Background: an optimization exercise with open tools, aiming at small area and a short achievable clock period. Do not read the settings as production practice.
In this exercise RTL edits were held to simulation tests only and were not proved equivalent to the original.

==> run a: inputs <==
==> flow/design.v (excerpt) <==
module sparc_mul_top( 
   mul_exu_ack, mul_spu_ack, mul_spu_shf_ack, mul_data_out, 
   rclk, grst_l, exu_mul_input_vld, exu_mul_rs1_data, exu_mul_rs2_data, 
   spu_mul_req_vld, spu_mul_acc, spu_mul_areg_shf, spu_mul_areg_rst, 
   spu_mul_op1_data, spu_mul_op2_data, spu_mul_mulres_lshft
   );
Settings: LEC_CHECK=0, ABC_CLOCK_PERIOD_IN_PS=4000, CAP_MARGIN=20, CORE_MARGIN=2, CORE_UTILIZATION=40, PLACE_DENSITY=0.6, SETUP_SLACK_MARGIN=4.2, SLEW_MARGIN=20; clock period 8.0 ns.
run.sh (not shown) runs the stock make flow with config.mk's settings and CLKGATE_MAP_FILE= SYNTH_SCRIPT=/design/flow/synth_recipe.tcl, a recipe that flattens the netlist after the stock synthesis.
==> run b (differences from run a) <==
ABC_CLOCK_PERIOD_IN_PS = unset   (was 4000)
SETUP_SLACK_MARGIN = unset   (was 4.2)
==> impl_metrics.csv <==
group,metric,value,unit
place,dpl.hpwl,265000,um
status,status,"complete, no violations",
final_layout,num-nonclk-buffers,1266,
final_layout,nClkBuffers,109,
route,via_count,75400,
critical_path,cp_slowest_stage_delay,0.71,ns
sta,relSlewSlack,10.3,%
sta,clock.fmax,0.210,GHz
route,drtIter0Drc,10200,
sta,worstMarginPinSlew,1.35,ns
place,place_ws,2.33,ns
sta,hold_ws,0.401,ns
clock_network,cts_resized,1280,
-- figures above: run a

==> impl_metrics.csv <==
group,metric,value,unit
status,status,"complete, no violations",
place,dpl.hpwl,255000,um
final_layout,nClkBuffers,106,
critical_path,cp_slowest_stage_delay,0.87,ns
sta,relSlewSlack,14.0,%
sta,worstMarginPinSlew,1.28,ns
route,drtIter0Drc,8022,
route,via_count,67600,
final_layout,num-nonclk-buffers,534,
clock_network,cts_resized,0,
place,place_ws,2.00,ns
-- figures above: run b



==> inputs of 11-03 <==
Another version of the RTL of sparc_mul_top (not shown whole).
==> module sparc_mul_dp, before the edit <==
module sparc_mul_dp(
  ecl_mul_rs1_data,
  ecl_mul_rs2_data,
  spu_mul_op1_data,
  spu_mul_op2_data,
  valid,
  spick,
  byp_sel,
  byp_imm,
  acc_actc2,
  acc_actc3,
  acc_actc4,
  acc_actc5,
  c1_act,
  c2_act,
  c3_act,
  a2_res,
  a2_acc,
  a3_res,
  a3_acc,
  acc_reg_enb,
  acc_reg_rst,
  acc_reg_shf,
  x2,
  mul_data_out,
  rclk
  );
input [63:0]	ecl_mul_rs1_data;
input [63:0]	ecl_mul_rs2_data;
input [63:0]	spu_mul_op1_data;
input [63:0]	spu_mul_op2_data;
input		valid;
input 		spick;
input		byp_sel;
input		byp_imm;
input		acc_actc2, acc_actc3, acc_actc4, acc_actc5;
input		c1_act, c2_act, c3_act;
input		a2_res, a2_acc, a3_res, a3_acc;
input		acc_reg_enb;
input		acc_reg_rst;
input 		acc_reg_shf;
input		x2;
input		rclk;
output [63:0]	mul_data_out;
reg  [64:0]	op1r;		 
reg  [31:0]	op2h;		 
reg  [15:0]	b_one, b_two, b_neg;	 
reg		b_e;		 
reg  [97:0]	sc_s, sc_c;	 
reg  [31:0]	lo;		 
reg  [1:0]	lo_c;		 
reg  [63:0]	res;		 
reg		res_c;		 
reg  [6:0]	top;		 
reg  [135:0]	acc_reg;
reg		acc_reg_shf2;
wire [63:0]	bypreg = byp_imm ? res[63:0] : acc_reg[63:0];
wire [63:0]	mul_op1_d = spick ? spu_mul_op1_data : ecl_mul_rs1_data;
wire [63:0]	mul_op2_d = ~spick ? ecl_mul_rs2_data :
			    byp_sel ? bypreg : spu_mul_op2_data;
wire [31:0]	bh = c1_act ? op2h : mul_op2_d[31:0];
wire [32:0]	bx = {bh, 1'b0};
wire [15:0]	d_one, d_two, d_neg;
genvar i;
generate for (i = 0; i < 16; i = i + 1) begin : enc
  assign d_one[i] = bx[2*i+1] ^ bx[2*i];
  assign d_two[i] = (bx[2*i+2] & ~bx[2*i+1] & ~bx[2*i]) | (~bx[2*i+2] & bx[2*i+1] & bx[2*i]);
  assign d_neg[i] = bx[2*i+2];
end endgenerate
always @(posedge rclk) begin
  if (~c1_act) op1r <= x2 ? {mul_op1_d, 1'b0} : {1'b0, mul_op1_d};
  op2h  <= mul_op2_d[63:32];
  b_one <= d_one;
  b_two <= d_two;
  b_neg <= d_neg;
  b_e   <= bh[31];
end
wire [97:0]	t_s, t_c;
mul64 mulcore (
  .a	(op1r),
  .one	(b_one),
  .two	(b_two),
  .neg	(b_neg),
  .e	(b_e),
  .fb_s	(sc_s[97:32] & {66{c2_act}}),
  .fb_c	(sc_c[97:32] & {66{c2_act}}),
  .p2	(c2_act),
  .sum	(t_s),
  .carry(t_c));
wire [31:0]	a2 = ({32{a2_res}} & res[31:0]) | ({32{a2_acc}} & acc_reg[31:0]);
wire [96:0]	a3 = {{65{a3_res | a3_acc}} & acc_reg[128:64],
		      ({32{a3_res}} & res[63:32]) | ({32{a3_acc}} & acc_reg[63:32])};
wire [31:0]	l_x = sc_s[31:0] ^ sc_c[31:0] ^ a2;
wire [31:0]	l_y = (sc_s[31:0] & sc_c[31:0]) | (sc_s[31:0] & a2) | (sc_c[31:0] & a2);
wire [33:0]	l_sum;
mul_add33 lo_add (.x({1'b0, l_x}), .y({l_y, 1'b0}), .s(l_sum[32:0]), .co(l_sum[33]));
wire [97:0]	h_sum;
mul_fin fin (.s(sc_s), .c(sc_c), .a3(a3), .cin(lo_c), .res(h_sum));
always @(posedge rclk) begin
  sc_s <= t_s;
  sc_c <= t_c;
  {lo_c, lo} <= l_sum;
  if (c3_act) res <= {h_sum[31:0], lo};
  res_c <= h_sum[97];
  top <= acc_reg[135:129] + {6'b0, res_c};
  acc_reg_shf2 <= acc_reg_shf;
end
wire [135:0]	acc_reg_in = acc_reg_shf ? {64'b0, acc_reg[135:64]} : {top, acc_reg[128:64], res};
always @(posedge rclk) begin
  if (acc_reg_rst) begin
    acc_reg[135:129] <= 7'b0;
    acc_reg[63:0] <= 64'b0;
  end else if (acc_reg_enb) begin
    acc_reg[135:129] <= acc_reg_in[135:129];
    acc_reg[63:0] <= acc_reg_in[63:0];
  end
  if (acc_actc3) acc_reg[128:64] <= h_sum[96:32];
  else if (acc_actc4) acc_reg[128:64] <= acc_reg[128:64];
  else if (acc_reg_rst) acc_reg[128:64] <= 65'b0;
  else if (acc_reg_shf) acc_reg[128:64] <= acc_reg_in[128:64];
end
assign mul_data_out = acc_reg_shf2 ? acc_reg[63:0] : res[63:0];
endmodule
==> flow/config.mk <==
export PLATFORM = sky130hd
export DESIGN_NAME = sparc_mul_top
export DESIGN_NICKNAME = sparc_mul_top
export VERILOG_FILES = /design/flow/design.v
export SDC_FILE = /design/flow/constraint.sdc
export NUM_CORES = 4
export LEC_CHECK = 0
export CAP_MARGIN = 20
export CORE_MARGIN = 2
export CORE_UTILIZATION = 60
export PLACE_DENSITY = 0.75
export SETUP_SLACK_MARGIN = 3.3
export SLEW_MARGIN = 20
==> flow/constraint.sdc <==
create_clock -name core_clock -period 8.0 [get_ports {rclk}]
set_input_delay 1.6000 -clock core_clock [delete_from_list [all_inputs] [get_ports {rclk}]]
set_output_delay 1.6000 -clock core_clock [all_outputs]
set_load 0.01 [all_outputs]
standard.sh (not shown) runs the stock make flow with config.mk's settings and CLKGATE_MAP_FILE= SYNTH_SCRIPT=/design/flow/synth_recipe.tcl, a recipe that flattens the netlist after the stock synthesis.
==> flow/flow/run.sh <==
#!/bin/bash
# Layout flow: the standard synthesis, then the full adders' polarities
# are chosen to need fewer inverters (flow/polfix.py, which only removes or
# adds inverters and swaps xor2/xnor2), then the standard layout.
set -euo pipefail
WORK=$(pwd)
RES=$WORK/orfs/results/sky130hd/sparc_mul_top/base
bash standard.sh $RES/1_2_yosys.v > synth.log 2>&1
cp $RES/1_2_yosys.v $WORK/yosys_standard.v
python3 flow/polfix.py $WORK/yosys_standard.v $RES/1_2_yosys.v > polfix.log 2>&1
touch $RES/1_2_yosys.v
bash standard.sh finish BUFFER_PORTS_ARGS="-buffer_cell sky130_fd_sc_hd__buf_2" > layout.log 2>&1
Other scripts of this flow, unchanged in this note and not shown: flow/flow/polfix.py
==> 07-05: changes against 11-03 <==
--- a/flow/design.v
+++ b/flow/design.v
@@ -4608,8 +4608,7 @@
 reg  [97:0]	sc_s, sc_c;	 
 reg  [31:0]	lo;		 
 reg  [1:0]	lo_c;		 
-reg  [63:0]	res;		 
-reg		res_c;		 
+reg  [129:0]	res;		 
 reg  [6:0]	top;		 
 reg  [135:0]	acc_reg;
 reg		acc_reg_shf2;
@@ -4647,8 +4646,7 @@
   .sum	(t_s),
   .carry(t_c));
 wire [31:0]	a2 = ({32{a2_res}} & res[31:0]) | ({32{a2_acc}} & acc_reg[31:0]);
-wire [96:0]	a3 = {{65{a3_res | a3_acc}} & acc_reg[128:64],
-		      ({32{a3_res}} & res[63:32]) | ({32{a3_acc}} & acc_reg[63:32])};
+wire [96:0]	a3 = ({97{a3_res}} & res[128:32]) | ({97{a3_acc}} & acc_reg[128:32]);
 wire [31:0]	l_x = sc_s[31:0] ^ sc_c[31:0] ^ a2;
 wire [31:0]	l_y = (sc_s[31:0] & sc_c[31:0]) | (sc_s[31:0] & a2) | (sc_c[31:0] & a2);
 wire [33:0]	l_sum;
@@ -4659,25 +4657,15 @@
   sc_s <= t_s;
   sc_c <= t_c;
   {lo_c, lo} <= l_sum;
-  if (c3_act) res <= {h_sum[31:0], lo};
-  res_c <= h_sum[97];
-  top <= acc_reg[135:129] + {6'b0, res_c};
+  if (c3_act) res <= {h_sum, lo};
+  top <= acc_reg[135:129] + {6'b0, res[129]};
   acc_reg_shf2 <= acc_reg_shf;
 end
-wire [135:0]	acc_reg_in = acc_reg_shf ? {64'b0, acc_reg[135:64]} : {top, acc_reg[128:64], res};
-always @(posedge rclk) begin
-  if (acc_reg_rst) begin
-    acc_reg[135:129] <= 7'b0;
-    acc_reg[63:0] <= 64'b0;
-  end else if (acc_reg_enb) begin
-    acc_reg[135:129] <= acc_reg_in[135:129];
-    acc_reg[63:0] <= acc_reg_in[63:0];
-  end
-  if (acc_actc3) acc_reg[128:64] <= h_sum[96:32];
-  else if (acc_actc4) acc_reg[128:64] <= acc_reg[128:64];
-  else if (acc_reg_rst) acc_reg[128:64] <= 65'b0;
-  else if (acc_reg_shf) acc_reg[128:64] <= acc_reg_in[128:64];
-end
+wire [135:0]	mout = {top, res[128:0]};
+wire [135:0]	acc_reg_in = acc_reg_shf ? {64'b0, acc_reg[135:64]} : mout;
+always @(posedge rclk)
+  if (acc_reg_rst) acc_reg <= 136'b0;
+  else if (acc_reg_enb) acc_reg <= acc_reg_in;
 assign mul_data_out = acc_reg_shf2 ? acc_reg[63:0] : res[63:0];
 endmodule
 module sparc_mul_top( 
--- a/flow/config.mk
+++ b/flow/config.mk
@@ -7,7 +7,7 @@
 export LEC_CHECK = 0
 export CAP_MARGIN = 20
 export CORE_MARGIN = 2
-export CORE_UTILIZATION = 60
-export PLACE_DENSITY = 0.75
+export CORE_UTILIZATION = 55
+export PLACE_DENSITY = 0.7
 export SETUP_SLACK_MARGIN = 3.3
 export SLEW_MARGIN = 20
==> summary.txt <==
- Of 07-05 and 11-03, 07-05 has the higher count of clock-buffer cells in the layout (gap 9).
- Between 11-03 and 07-05, the lower cell count is in 11-03 (gap 3.8%, measured against 07-05).
- Maximum frequency: 11-03 is higher than 07-05 (1.3%).
- Of 07-05 and 11-03, 07-05 has the higher synthesized area (gap 2.6%, measured against 11-03).
- In 07-05 the non-clock buffer count is higher than in 11-03, by 22.
- Of 07-05 and 11-03, 11-03 has the higher utilization (gap 4.8 points).
==> figures <==
quantity	11-03	07-05
Beginning of the worst hold path	dpath.lo[24]	dpath.lo[5]
Post-synthesis area per instance	10.3 µm²	10.4 µm²
Synth Instances	7371	7488
Proportion of layout cells with a drive suffix above 1	0.132	0.135
Area post-placement	78100 µm²	80400 µm²
Max stage delay on crit path	0.60 ns	0.71 ns
Total number of clock tree sinks	604	669
Number of instances resized during post-cts repair	106	103
CP endpoint	dpath.sc_s[33]	dpath.sc_s[53]
Length of routed wiring on met1	102000 µm	114000 µm
Run status	finished clean	finished clean
Slack of the worst reg-to-reg path	3.30 ns	3.24 ns
Post-layout instance count excluding filler cells	9055	9409
Antenna diode instance count	21	12

==> what the ideal ports hide <==
How much do the figures lean on ideal ports? The routed layouts below were timed once more, with nothing changed but the port constraints. Step 1 sets driving cells, clkbuf_16 on the clock port and buf_2 on the other inputs (assumed; they add their load-dependent delay and slew). Step 2 moves the port delays by t, midway between the first and last clock arrival at a register: inputs arrive t later, outputs are due t later. That takes back most of the time a late clock gives input paths. Three values: ideal, step 1, step 2; two values: the first two.
run | t, ns | setup slack, ns | hold WS [ns] | worst register clock-pin slew, ns
run a | 0.857 | 3.245 / 3.245 / 3.245 | 0.401 / 0.401 / 0.401 | 0.07 / 0.07
run b | 0.831 | 2.033 / 2.033 / 2.033 | 0.398 / 0.398 / 0.398 | 0.07 / 0.07
11-03 | 0.807 | 3.299 / 3.299 / 3.299 | 0.386 / 0.386 / 0.386 | 0.07 / 0.07
07-05 | 0.796 | 3.237 / 3.237 / 3.191 | 0.403 / 0.403 / 0.403 | 0.07 / 0.07
After both steps setup and hold are still met in every run listed. The setup slack of 07-05, which loses most, moves by 0.000 ns with the drivers and by -0.046 ns with both steps.
